What follows belongs to an exercise in optimizing a design on an open flow for small area, a short achievable clock period and few clock cycles per item; a production flow would make more cautious choices.
At most, simulation tests tie the RTL to the original design; equivalence was not proved.

## try-juniper
// cordicTanh
module cordicTanh(z0, clk, rst, out, flag);
	input wire clk, rst;
	input wire signed [15:0] z0;
	output wire signed [15:0] out;
	output reg flag;
	reg ld;                      
	reg rot;                     
	reg half;                    
	reg [3:0] sh;                
	reg signed [14:0] z;         
	reg signed [14:0] y;
	reg [13:0] x;                
	wire ext = z0[15] ^ z0[14];            
	wire div = ~(ld | rot | flag);
	wire rot_end = rot & half & (sh == 4'd13);
	wire s = rot ? z[14] : ~y[14];
	wire [13:1] d;
	genvar n;
	generate
		for (n = 1; n <= 13; n = n + 1) begin : dec
			assign d[n] = (sh == n);
		end
	endgenerate
	wire [14:0] K;
	assign K[14:12] = 3'b000;
	assign K[11] = d[1];
	assign K[10] = d[2];
	assign K[9]  = d[3];
	assign K[8]  = d[4];
	assign K[7]  = d[5] | (rot & d[1]);
	assign K[6]  = d[6] | (rot & d[1]);
	assign K[5]  = d[7];
	assign K[4]  = d[8] | (rot & d[2]);
	assign K[3]  = d[9] | (rot & d[1]);
	assign K[2]  = d[10] | (rot & d[2]);
	assign K[1]  = d[11] | (rot & (d[1] | d[2] | d[3])) | (~rot & d[12] & (z[14] ^ y[14]));
	assign K[0]  = rot & (d[3] | d[12] | d[13]);
	wire [13:0] xs = x >> sh;
	wire signed [14:0] ys = y >>> sh;
	wire [15:0] zsum = {z, 1'b1} + {K ^ {15{~s}}, ~s};
	wire [15:0] ysum = {y, 1'b1} + {{1'b0, xs} ^ {15{s}}, s};
	wire [14:0] xsum = {x, 1'b1} + {ys[13:0] ^ {14{s}}, s};
	always @(posedge clk) begin
		if (rst) begin
			ld <= 1'b1;
			rot <= 1'b0;
			flag <= 1'b0;
		end else begin
			ld <= flag;
			rot <= (ld & ~ext) | (rot & ~rot_end);
			flag <= (ld & ext) | (div & (sh == 4'd12));
		end
	end
	always @(posedge clk) begin
		half <= rot & ~half;
		if (ld | rot_end)
			sh <= 4'd1;
		else if (~rot | half)
			sh <= sh + 4'd1;
	end
	always @(posedge clk) begin
		if (ld) begin
			z <= ext ? {z0[15], z0[15], 13'h1000} : z0[14:0];
			x <= 14'h1000;
			y <= 15'h0000;
		end else begin
			z <= rot_end ? 15'h0000 : zsum[15:1];
			y <= ysum[15:1];
			if (rot)
				x <= xsum[14:1];
		end
	end
	assign out = {z[14], z};
endmodule
Size in the first run: roughly 710 cells after synthesis, ~35 I/O pins, about 5600 µm² of cells after synthesis.
export LEC_CHECK = 0
export ABC_AREA = 0
export CAP_MARGIN = 70
export CORE_MARGIN = 2
export CORE_UTILIZATION = 40
export SLEW_MARGIN = 70
create_clock -name core_clock -period 10.0 [get_ports {clk}]
standard.sh (not shown) runs the stock make flow with config.mk's settings and CLKGATE_MAP_FILE= SYNTH_SCRIPT=/design/flow/synth_recipe.tcl, a recipe that flattens the netlist after the stock synthesis.
==> flow/flow/run.sh <==
#!/bin/bash
# Standard synthesis, then the standard layout steps with repair_timing
# asked for a larger setup margin (the SDC and clock period are unchanged).
set -eo pipefail
bash standard.sh synth > synth.log 2>&1
bash standard.sh SETUP_SLACK_MARGIN=7 finish > layout.log 2>&1
try-juniper completed every stage of the flow, and the final layout passed the timing, DRC and antenna checks.
Testbench counts of try-juniper, summed over its fixed seeds: cycles 77,132, items 2,048.
Input-level comparison between try-lagoon and try-juniper:
Settings: swapping 0 for 1 in ABC_AREA; swapping 40 for 60 in CORE_UTILIZATION.
==> flow/flow/run.sh <==
#!/bin/bash
# Standard synthesis, then the standard layout steps with repair_timing
# asked for a larger setup margin and plain buffers on the ports (the SDC
# and clock period are unchanged).
set -eo pipefail
bash standard.sh synth > synth.log 2>&1
bash standard.sh SETUP_SLACK_MARGIN=7 "BUFFER_PORTS_ARGS=-buffer_cell sky130_fd_sc_hd__buf_1" finish > layout.log 2>&1
Results
- try-lagoon has y dimension of the die below what try-juniper had.
- Between try-lagoon and try-juniper, count of buffers added by post-CTS timing repair for setup is higher for try-juniper, try-lagoon comes in under that.
- try-lagoon vs try-juniper on worst hold slack across all endpoints: try-lagoon is the lower one.
- When try-lagoon is set beside try-juniper, its multi-input gate share of total cell area turns out to be 1.7 points larger.
- [compare] base=try-juniper new=try-lagoon: final cell count increased by 4.6% relative to the old numbers, mux contribution to synthesized area fell 12 points, flip-flop and latch count about even, post-synthesis cell type count lower.

The RTL this note starts from:
==> flow/design.v <==
module cordicTanh(z0, clk, rst, out, flag);
	input wire clk, rst;
	input wire signed [15:0] z0;
	output wire signed [15:0] out;
	output reg flag;
	reg ld;                      
	reg rot;                     
	reg half;                    
	reg [3:0] sh;                
	reg signed [14:0] z;         
	reg signed [14:0] y;
	reg [13:0] x;                
	wire ext = z0[15] ^ z0[14];            
	wire div = ~(ld | rot | flag);
	wire rot_end = rot & half & (sh == 4'd13);
	wire s = rot ? z[14] : ~y[14];
	wire [13:1] d;
	genvar n;
	generate
		for (n = 1; n <= 13; n = n + 1) begin : dec
			assign d[n] = (sh == n);
		end
	endgenerate
	wire [14:0] K;
	assign K[14:12] = 3'b000;
	assign K[11] = d[1];
	assign K[10] = d[2];
	assign K[9]  = d[3];
	assign K[8]  = d[4];
	assign K[7]  = d[5] | (rot & d[1]);
	assign K[6]  = d[6] | (rot & d[1]);
	assign K[5]  = d[7];
	assign K[4]  = d[8] | (rot & d[2]);
	assign K[3]  = d[9] | (rot & d[1]);
	assign K[2]  = d[10] | (rot & d[2]);
	assign K[1]  = d[11] | (rot & (d[1] | d[2] | d[3])) | (~rot & d[12] & (z[14] ^ y[14]));
	assign K[0]  = rot & (d[3] | d[12] | d[13]);
	wire [13:0] xs1 = sh[0] ? {1'd0, x[13:1]} : x;
	wire [13:0] xs2 = sh[1] ? {2'd0, xs1[13:2]} : xs1;
	wire [13:0] xs4 = sh[2] ? {4'd0, xs2[13:4]} : xs2;
	wire [13:0] xs  = sh[3] ? {8'd0, xs4[13:8]} : xs4;
	wire [14:0] ys1 = sh[0] ? {y[14], y[14:1]} : y;
	wire [14:0] ys2 = sh[1] ? {{2{ys1[14]}}, ys1[14:2]} : ys1;
	wire [14:0] ys4 = sh[2] ? {{4{ys2[14]}}, ys2[14:4]} : ys2;
	wire [14:0] ys  = sh[3] ? {{8{ys4[14]}}, ys4[14:8]} : ys4;
	wire [14:0] zn, yn;
	wire [13:0] xn;
	addsub #(15, 2) uz(z, K, ~s, zn);
	addsub #(15, 2) uy(y, {1'b0, xs}, s, yn);
	addsub #(14, 2) ux(x, ys[13:0] & {14{rot}}, s, xn);    
	always @(posedge clk) begin
		if (rst) begin
			ld <= 1'b1;
			rot <= 1'b0;
			flag <= 1'b0;
		end else begin
			ld <= flag;
			rot <= (ld & ~ext) | (rot & ~rot_end);
			flag <= (ld & ext) | (div & (sh == 4'd12));
		end
	end
	always @(posedge clk) begin
		half <= rot & ~half;
		if (ld | rot_end)
			sh <= 4'd1;
		else if (~rot | half)
			sh <= sh + 4'd1;
	end
	always @(posedge clk) begin
		if (ld) begin
			z <= ext ? {z0[15], z0[15], 13'h1000} : z0[14:0];
			x <= 14'h1000;
			y <= 15'h0000;
		end else begin
			z <= rot_end ? 15'h0000 : zn;
			y <= yn;
			x <= xn;
		end
	end
	assign out = {z[14], z};
endmodule
module addsub #(parameter N = 15, parameter KIND = 1) (input [N-1:0] a, input [N-1:0] b, input sub, output [N-1:0] out);
	wire [N-1:0] ai = a ^ {N{sub}};
	reg [N-1:0] G, P, Gn, Pn;
	integer l, i;
	always @(*) begin
		G = ai & b;
		P = ai ^ b;
		if (KIND == 3) begin
			for (i = 1; i < N; i = i + 1)
				G[i] = G[i] | (P[i] & G[i-1]);
		end else if (KIND == 2) begin
			for (i = 1; i < N; i = i + 2) begin G[i] = G[i] | (P[i] & G[i-1]); P[i] = P[i] & P[i-1]; end
			for (i = 3; i < N; i = i + 4) begin G[i] = G[i] | (P[i] & G[i-2]); P[i] = P[i] & P[i-2]; end
			for (i = 7; i < N; i = i + 8) begin G[i] = G[i] | (P[i] & G[i-4]); P[i] = P[i] & P[i-4]; end
			for (i = 11; i < N; i = i + 8) begin G[i] = G[i] | (P[i] & G[i-4]); P[i] = P[i] & P[i-4]; end
			for (i = 5; i < N; i = i + 4) begin G[i] = G[i] | (P[i] & G[i-2]); P[i] = P[i] & P[i-2]; end
			for (i = 2; i < N; i = i + 2) begin G[i] = G[i] | (P[i] & G[i-1]); P[i] = P[i] & P[i-1]; end
		end else begin
			for (l = 1; l < N; l = l * 2) begin
				Gn = G; Pn = P;
				for (i = 0; i < N; i = i + 1)
					if ((i / l) % 2 == 1) begin
						Gn[i] = G[i] | (P[i] & G[(i / l) * l - 1]);
						Pn[i] = P[i] & P[(i / l) * l - 1];
					end
				G = Gn; P = Pn;
			end
		end
	end
	assign out = a ^ b ^ {G[N-2:0], 1'b0};
endmodule
clock: 10.0 ns
lec_check: 0
abc_area: 1
cap_margin: 70
core_margin: 2
core_utilization: 45
slew_margin: 70
tns_end_percent: 5
==> flow/flow/run.sh <==
#!/bin/bash
# Standard synthesis, then the standard layout steps with repair_timing
# asked for a larger setup margin and plain buffers on the ports (the SDC
# and clock period are unchanged).
set -eo pipefail
bash standard.sh synth > synth.log 2>&1
bash standard.sh SETUP_SLACK_MARGIN=7 SKIP_GATE_CLONING=1 "BUFFER_PORTS_ARGS=-buffer_cell sky130_fd_sc_hd__buf_1" finish > layout.log 2>&1
Next try:
--- a/flow/flow/run.sh
+++ b/flow/flow/run.sh
@@ -6,2 +6,2 @@
 bash standard.sh synth > synth.log 2>&1
-bash standard.sh SETUP_SLACK_MARGIN=7 SKIP_GATE_CLONING=1 "BUFFER_PORTS_ARGS=-buffer_cell sky130_fd_sc_hd__buf_1" finish > layout.log 2>&1
+bash standard.sh SETUP_SLACK_MARGIN=7  "BUFFER_PORTS_ARGS=-buffer_cell sky130_fd_sc_hd__buf_1" finish > layout.log 2>&1
Settings changed: CORE_UTILIZATION 45 to 55, GPL_TIMING_DRIVEN from default to 0.
What happened: Via count came out higher by about 7%. Non-clock buffer count came out higher by 28.
Function was not checked in any run of this note: the RTL went through the layout flow alone.

cordicTanh, a different RTL version from the one above (not shown whole).
For scale: about 750 cells after synthesis, about 52 flip-flops, ~35 I/O pins.
==> flow/config.mk <==
export PLATFORM = sky130hd
export DESIGN_NAME = cordicTanh
export DESIGN_NICKNAME = cordicTanh
export VERILOG_FILES = /design/flow/design.v
export SDC_FILE = /design/flow/constraint.sdc
export NUM_CORES = 4
export LEC_CHECK = 0
export ABC_AREA = 1
export CAP_MARGIN = 40
export CORE_MARGIN = 2
export CORE_UTILIZATION = 50
export PLACE_DENSITY = 0.65
export SLEW_MARGIN = 40
export TNS_END_PERCENT = 5
==> flow/constraint.sdc <==
create_clock -name core_clock -period 10.0 [get_ports {clk}]
set_input_delay 2.0000 -clock core_clock [delete_from_list [all_inputs] [get_ports {clk}]]
set_output_delay 2.0000 -clock core_clock [all_outputs]
set_load 0.01 [all_outputs]
==> flow/flow/run.sh <==
#!/bin/bash
# Standard synthesis, then the standard layout steps with repair_timing
# asked for a larger setup margin and plain buffers on the ports (the SDC
# and clock period are unchanged).
set -eo pipefail
bash standard.sh synth > synth.log 2>&1
bash standard.sh SETUP_SLACK_MARGIN=7 "BUFFER_PORTS_ARGS=-buffer_cell sky130_fd_sc_hd__buf_1" finish > layout.log 2>&1
Testbench counts at the start, summed over its fixed seeds: cycles 77,132, items 2,048.
Rerun with:
CAP_MARGIN = 70   (was 40)
CORE_UTILIZATION = 45   (was 50)
PLACE_DENSITY = not set   (was 0.65)
SLEW_MARGIN = 70   (was 40)
=> The changed run completed with no timing, DRC or antenna violations; routed wire length came out higher slightly; sequential cell count does not change; first-iteration DRC count came out lower by a quarter to a third.
Rerun with:
CORE_UTILIZATION = 50   (was 45)
PLACE_DENSITY = 0.65   (was not set)
TNS_END_PERCENT = 100   (was 5)
The new run completed with no timing, DRC or antenna violations; global-route usage went up by 1.4 points; flip-flop and latch count is unchanged; non-clock buffer count is lower by 5; via count fell by 0.50%; cell area shrinks by 1.1%; worst setup slack improved by 0.035 ns; clock-buffer cell count is unchanged; die area falls by 9.6%; final cell count falls by 1.3%; first-iteration DRC count rises by 46%.
Rerun with:
ABC_AREA = 0   (was 1)
TNS_END_PERCENT = 5   (was 100)
Outcome: Core utilization is higher by 0.90 points. Count of clock-buffer cells in the layout goes up by 2. Synthesized cell count falls by about 17%. Register-to-register slack loses 0.77 ns. Synthesized area climbs by about 2.8%. Design area is higher by 3.0%. Flip-flop and latch count does not change.

== run A ==
cordicTanh, a different RTL version from the one above (not shown whole).
Size: ~900 cells after synthesis, about 56 flip-flops, about 35 I/O pins, ~0.0056 mm² of cells after synthesis.
clock: 10.0 ns
lec_check: 0
abc_area: 1
cap_margin: 90
core_margin: 2
core_utilization: 40
slew_margin: 90
run.sh (not shown) runs the stock make flow with config.mk's settings and CLKGATE_MAP_FILE= SYNTH_SCRIPT=/design/flow/synth_recipe.tcl, a recipe that flattens the netlist after the stock synthesis.
Stock flow here: none of the scripts above is used.
Run status, run A: aborted in global routing (5_1_grt), error GRT-0232
[inputs] run B vs run A
- a change of SLEW_MARGIN from 90 to 70
- a change of CAP_MARGIN from 90 to 70
Findings:
- In summary, run B completed successfully, with a layout that passed the timing, DRC and antenna checks.
- Run B vs. run A: mean instance size in the synthesized netlist stayed essentially flat; area after detailed placement fell by 43%.
- The run showing the smaller total half-perimeter wirelength after legalization and detailed placement is run B.
- Relative to run A, number of buffers inserted to repair setup after CTS has decreased by 1 in run B.
- Post-place setup slack is higher on run B
- Run B and run A ended up with roughly the same worst-case clock buffer depth.
- From run A to run B the numbers moved as follows: fraction of the mapped netlist area in compound gates neither gained nor lost much, total standard cell area after synthesis neither gained nor lost much, count of placed standard cells including taps lost 18%, mux contribution to synthesized area neither gained nor lost much, post-cts sizing count lost 4.
Changes in run C relative to run B:
- CAP_MARGIN now 20, was 70
- SLEW_MARGIN now 20, was 70
- ABC_AREA no longer set, was 1
==> run summary <==
- Run C ended with less number of inverters outside the clock class in the layout than run B.
- Compared run C vs run B, and post-synthesis area per instance is up in run C.
- Compare run B and run C | synthesized cell count lower: run C
- Setup slack in run C is smaller than in run B.
- Looking at pin slew with the least headroom to its limit, run C sits 0.30 ns above run B.
- Number of buffers other than clock buffers in the final layout (higher): run C
- Run C: fill cell instance count of the final layout 62 below run B
- Detailed-routing wirelength on met1, run B and run C: higher on run B
- A most common cell after layout, fill and taps aside of sky130_fd_sc_hd__nor2_1 is what run C shows, while sky130_fd_sc_hd__nand2_1 belongs to run B.
- Final worst hold slack (run C over run B): increase, 0.029 ns
## Diff of input files: run D against run C
- ABC_AREA now 1, previously not set
[summary]
Of the two values seen for leading cell type in the layout, fill and taps excluded, sky130_fd_sc_hd__nor2_1 was produced by run C and sky130_fd_sc_hd__nand2_1 by run D. Of run C and run D, the run reporting the lower number of inserted filler cells in the final layout was run C. Between run D and run C, it is run D whose transition time of the tightest slew-check pin is higher, by 0.26 ns. Per the comparison of run D with run C, core utilization has decreased; total global-route track usage has increased; synthesized area per cell has decreased.
No functional check of the RTL was part of any run of this note.

## yarrow
RTL: one of the versions met above, not the one the previous note started from.
For scale: about 52 flip-flops.
Settings: LEC_CHECK=0, ABC_AREA=1, CAP_MARGIN=70, CELL_PAD_IN_SITES_DETAIL_PLACEMENT=0, CELL_PAD_IN_SITES_GLOBAL_PLACEMENT=0, CORE_MARGIN=2, CORE_UTILIZATION=45, SLEW_MARGIN=70, TNS_END_PERCENT=5; clock period 10.0 ns.
standard.sh (not shown) runs the stock make flow with config.mk's settings and CLKGATE_MAP_FILE= SYNTH_SCRIPT=/design/flow/synth_recipe.tcl, a recipe that flattens the netlist after the stock synthesis.
Scripts as last shown in full above: flow/flow/run.sh
yarrow has completed all stages; timing, DRC and antenna checks passed.
Testbench counts of yarrow, summed over its fixed seeds: cycles 77,132, items 2,048.
Modified inputs, harbor compared to yarrow
# yarrow
export LEC_CHECK = 0
export ABC_AREA = 1
export CAP_MARGIN = 70
export CELL_PAD_IN_SITES_DETAIL_PLACEMENT = 0
export CELL_PAD_IN_SITES_GLOBAL_PLACEMENT = 0
export CORE_MARGIN = 2
export CORE_UTILIZATION = 45
export SLEW_MARGIN = 70
export TNS_END_PERCENT = 5
create_clock -name core_clock -period 10.0 [get_ports {clk}]
# harbor
export LEC_CHECK = 0
export ABC_AREA = 1
export CAP_MARGIN = 70
export CORE_MARGIN = 2
export CORE_UTILIZATION = 45
export CTS_BUF_LIST = sky130_fd_sc_hd__clkbuf_16
export SLEW_MARGIN = 70
export TNS_END_PERCENT = 5
create_clock -name core_clock -period 10.0 [get_ports {clk}]
## What came out
The final layout from harbor, which completed every stage, passed the timing, DRC and antenna checks at the end of the flow.
The via count reported for harbor is lower than the one for yarrow.
Going from yarrow to harbor, the clock latency on the worst-skew pair was found to have gone down by 0.03 ns.
When harbor is measured against yarrow, its critical-path maximum fanout turns out 2 higher.
Status: met1 routing resource usage after global routing parity (harbor, yarrow)
Edits applied to the flow inputs when going from harbor to violet:
# harbor
export LEC_CHECK = 0
export ABC_AREA = 1
export CAP_MARGIN = 70
export CORE_MARGIN = 2
export CORE_UTILIZATION = 45
export CTS_BUF_LIST = sky130_fd_sc_hd__clkbuf_16
export SLEW_MARGIN = 70
export TNS_END_PERCENT = 5
create_clock -name core_clock -period 10.0 [get_ports {clk}]
# violet
export LEC_CHECK = 0
export ABC_AREA = 1
export CAP_MARGIN = 70
export CORE_MARGIN = 2
export CORE_UTILIZATION = 65
export PLACE_DENSITY = 0.85
export SLEW_MARGIN = 70
export TNS_END_PERCENT = 5
create_clock -name core_clock -period 10.0 [get_ports {clk}]
### Flow results
violet was carried through to the last stage, and its layout satisfied the timing, DRC and antenna checks.
violet improves on harbor in design area.
Per the comparison of violet with harbor, non-clock buffer count went up by 11%, fraction of area in registers shows an increase of 0.26 points, met1 usage rose 6.6 points, length of routed met3 wiring went up 330 µm.
Cmp violet and harbor / post-layout worst setup margin / higher: violet
violet vs harbor — overall routed net length dropped by a few percent
Diff harbor -> violet | portion of the layout cell area used by clock cells | decrease of 0.61 points
### violet -> onyx
# violet
export LEC_CHECK = 0
export ABC_AREA = 1
export CAP_MARGIN = 70
export CORE_MARGIN = 2
export CORE_UTILIZATION = 65
export PLACE_DENSITY = 0.85
export SLEW_MARGIN = 70
export TNS_END_PERCENT = 5
create_clock -name core_clock -period 10.0 [get_ports {clk}]
# onyx
export LEC_CHECK = 0
export ABC_AREA = 1
export CAP_MARGIN = 70
export CORE_MARGIN = 2
export CORE_UTILIZATION = 45
export SLEW_MARGIN = 70
export TNS_END_PERCENT = 5
create_clock -name core_clock -period 10.0 [get_ports {clk}]
--- a/flow/flow/run.sh
+++ b/flow/flow/run.sh
@@ -7 +7 @@
-bash standard.sh SETUP_SLACK_MARGIN=7 "BUFFER_PORTS_ARGS=-buffer_cell sky130_fd_sc_hd__buf_1" finish > layout.log 2>&1
+bash standard.sh SETUP_SLACK_MARGIN=7.15 "BUFFER_PORTS_ARGS=-buffer_cell sky130_fd_sc_hd__buf_1" finish > layout.log 2>&1
## What came out
- [onyx] starting density of the core fell 22 points relative to violet
- onyx vs violet, length in cells of the worst reg-to-reg path went up by 2.
- Library cell contributing the largest single delay on the critical path: dfxtp_2 -> violet, dfxtp_4 -> onyx
- In onyx the area growth from synthesis to layout turned out 14 points higher than in violet.
- [onyx vs violet] post-route cell area: higher in onyx
- Worst endpoint data arrival time: onyx vs violet down 0.06 ns
- Comparing violet and onyx, the lower overall routing resource usage is on onyx.
- Between violet and onyx, the met3 global-route usage is higher for violet.
What cedar does differently from onyx at the input level:
# onyx
export LEC_CHECK = 0
export ABC_AREA = 1
export CAP_MARGIN = 70
export CORE_MARGIN = 2
export CORE_UTILIZATION = 45
export SLEW_MARGIN = 70
export TNS_END_PERCENT = 5
create_clock -name core_clock -period 10.0 [get_ports {clk}]
# cedar
export LEC_CHECK = 0
export ABC_AREA = 1
export CAP_MARGIN = 70
export CORE_MARGIN = 2
export CORE_UTILIZATION = 55
export PLACE_DENSITY = 0.75
export SLEW_MARGIN = 70
export TNS_END_PERCENT = 5
create_clock -name core_clock -period 10.0 [get_ports {clk}]
--- a/flow/flow/run.sh
+++ b/flow/flow/run.sh
@@ -7 +7 @@
-bash standard.sh SETUP_SLACK_MARGIN=7.15 "BUFFER_PORTS_ARGS=-buffer_cell sky130_fd_sc_hd__buf_1" finish > layout.log 2>&1
+bash standard.sh SETUP_SLACK_MARGIN=7 "BUFFER_PORTS_ARGS=-buffer_cell sky130_fd_sc_hd__buf_1" finish > layout.log 2>&1
When cedar is measured against onyx, its core utilization turns out 4.7 points higher.
Re cell area after placement: onyx was higher than cedar.
Looking at setup slack, cedar sits 0.069 ns lower than onyx does.
On met1 layer usage reported by global route: between onyx and cedar, it ends up lower for onyx.
[compare] base=onyx new=cedar: routed wire length on met3 picked up an extra about 27%; depth of the most critical reg-to-reg path picked up an extra 5; x dimension of the die lost about 9%.
Modified inputs, sierra compared to cedar
# cedar
export LEC_CHECK = 0
export ABC_AREA = 1
export CAP_MARGIN = 70
export CORE_MARGIN = 2
export CORE_UTILIZATION = 55
export PLACE_DENSITY = 0.75
export SLEW_MARGIN = 70
export TNS_END_PERCENT = 5
create_clock -name core_clock -period 10.0 [get_ports {clk}]
# sierra
export LEC_CHECK = 0
export ABC_AREA = 1
export CAP_MARGIN = 70
export CORE_MARGIN = 2
export CORE_UTILIZATION = 50
export PLACE_DENSITY = 0.65
export SLEW_MARGIN = 70
export TNS_END_PERCENT = 5
create_clock -name core_clock -period 10.0 [get_ports {clk}]
--- a/flow/flow/run.sh
+++ b/flow/flow/run.sh
@@ -7 +7 @@
-bash standard.sh SETUP_SLACK_MARGIN=7 "BUFFER_PORTS_ARGS=-buffer_cell sky130_fd_sc_hd__buf_1" finish > layout.log 2>&1
+bash standard.sh SETUP_SLACK_MARGIN=7.05 "BUFFER_PORTS_ARGS=-buffer_cell sky130_fd_sc_hd__buf_1" finish > layout.log 2>&1
Results
Note that the number of non-clock buffers in the layout recorded for cedar amounts to 0.80 times the value seen in sierra. Going from cedar to sierra, post-route worst setup slack now larger; via count now smaller; total met2 wirelength after detailed routing now larger; area after detailed placement now larger; global-route wire length before repair now larger. For the worst hold margin, sierra came in 0.0032 ns lower than cedar did. Multi-input gate share of the layout cell area sits lower in sierra than in cedar. Going from cedar to sierra, the wire length was found to have gone up by 2.6%. Between sierra and cedar, the final cell count without fillers is higher for sierra. sierra ends up with higher maximum frequency than cedar does.

[port drivers added, routing unchanged]
How much do the figures lean on ideal ports? The routed layouts below were timed once more, with nothing changed but the port constraints.
Step 1, drivers: a clkbuf_16 drives clk and a buf_2 each remaining input, both assumed.
Step 2, shift: input delay + t, output delay - t, t = (earliest + latest rising clock arrival at the registers) / 2. This alone moves slack from input paths to output paths.
Slacks: no drivers / after step 1 / after step 2; pairs: no drivers / after step 1.
run | t, ns | slack for setup (ns) | worst register clock-pin slew, ns
try-juniper | 0.356 | 6.373 / 6.373 / 6.373 | 0.08 / 0.08
try-lagoon | 0.352 | 6.984 / 6.984 / 6.926 | 0.11 / 0.11
the first run of note 2 | 0.371 | 7.054 / 7.021 / 7.102 | 0.12 / 0.12
the second run of note 2 | 0.363 | 7.018 / 6.983 / 6.922 | 0.12 / 0.12
the first run of note 3 | 0.350 | 7.075 / 7.044 / 6.915 | 0.11 / 0.11
the second run of note 3 | 0.372 | 7.047 / 7.013 / 7.062 | 0.11 / 0.11
the third run of note 3 | 0.354 | 7.082 / 7.045 / 7.104 | 0.11 / 0.11
the fourth run of note 3 | 0.359 | 6.408 / 6.408 / 6.408 | 0.10 / 0.10
run B | 0.358 | 6.523 / 6.509 / 6.477 | 0.09 / 0.09
run C | 0.350 | 5.958 / 5.958 / 5.958 | 0.09 / 0.09
run D | 0.356 | 5.990 / 5.990 / 5.990 | 0.09 / 0.09
yarrow | 0.372 | 7.047 / 7.013 / 7.062 | 0.11 / 0.11
harbor | 0.344 | 7.030 / 6.991 / 7.059 | 0.08 / 0.08
violet | 0.344 | 7.073 / 7.039 / 7.064 | 0.11 / 0.11
onyx | 0.381 | 7.134 / 7.101 / 7.093 | 0.12 / 0.12
cedar | 0.348 | 7.065 / 7.035 / 7.098 | 0.11 / 0.11
sierra | 0.351 | 7.084 / 7.050 / 7.100 | 0.11 / 0.11
After both steps setup and hold are still met in every run listed. For the first run of note 3, which loses most, drivers alone change the setup slack by -0.031 ns; drivers and shift together by -0.160 ns.
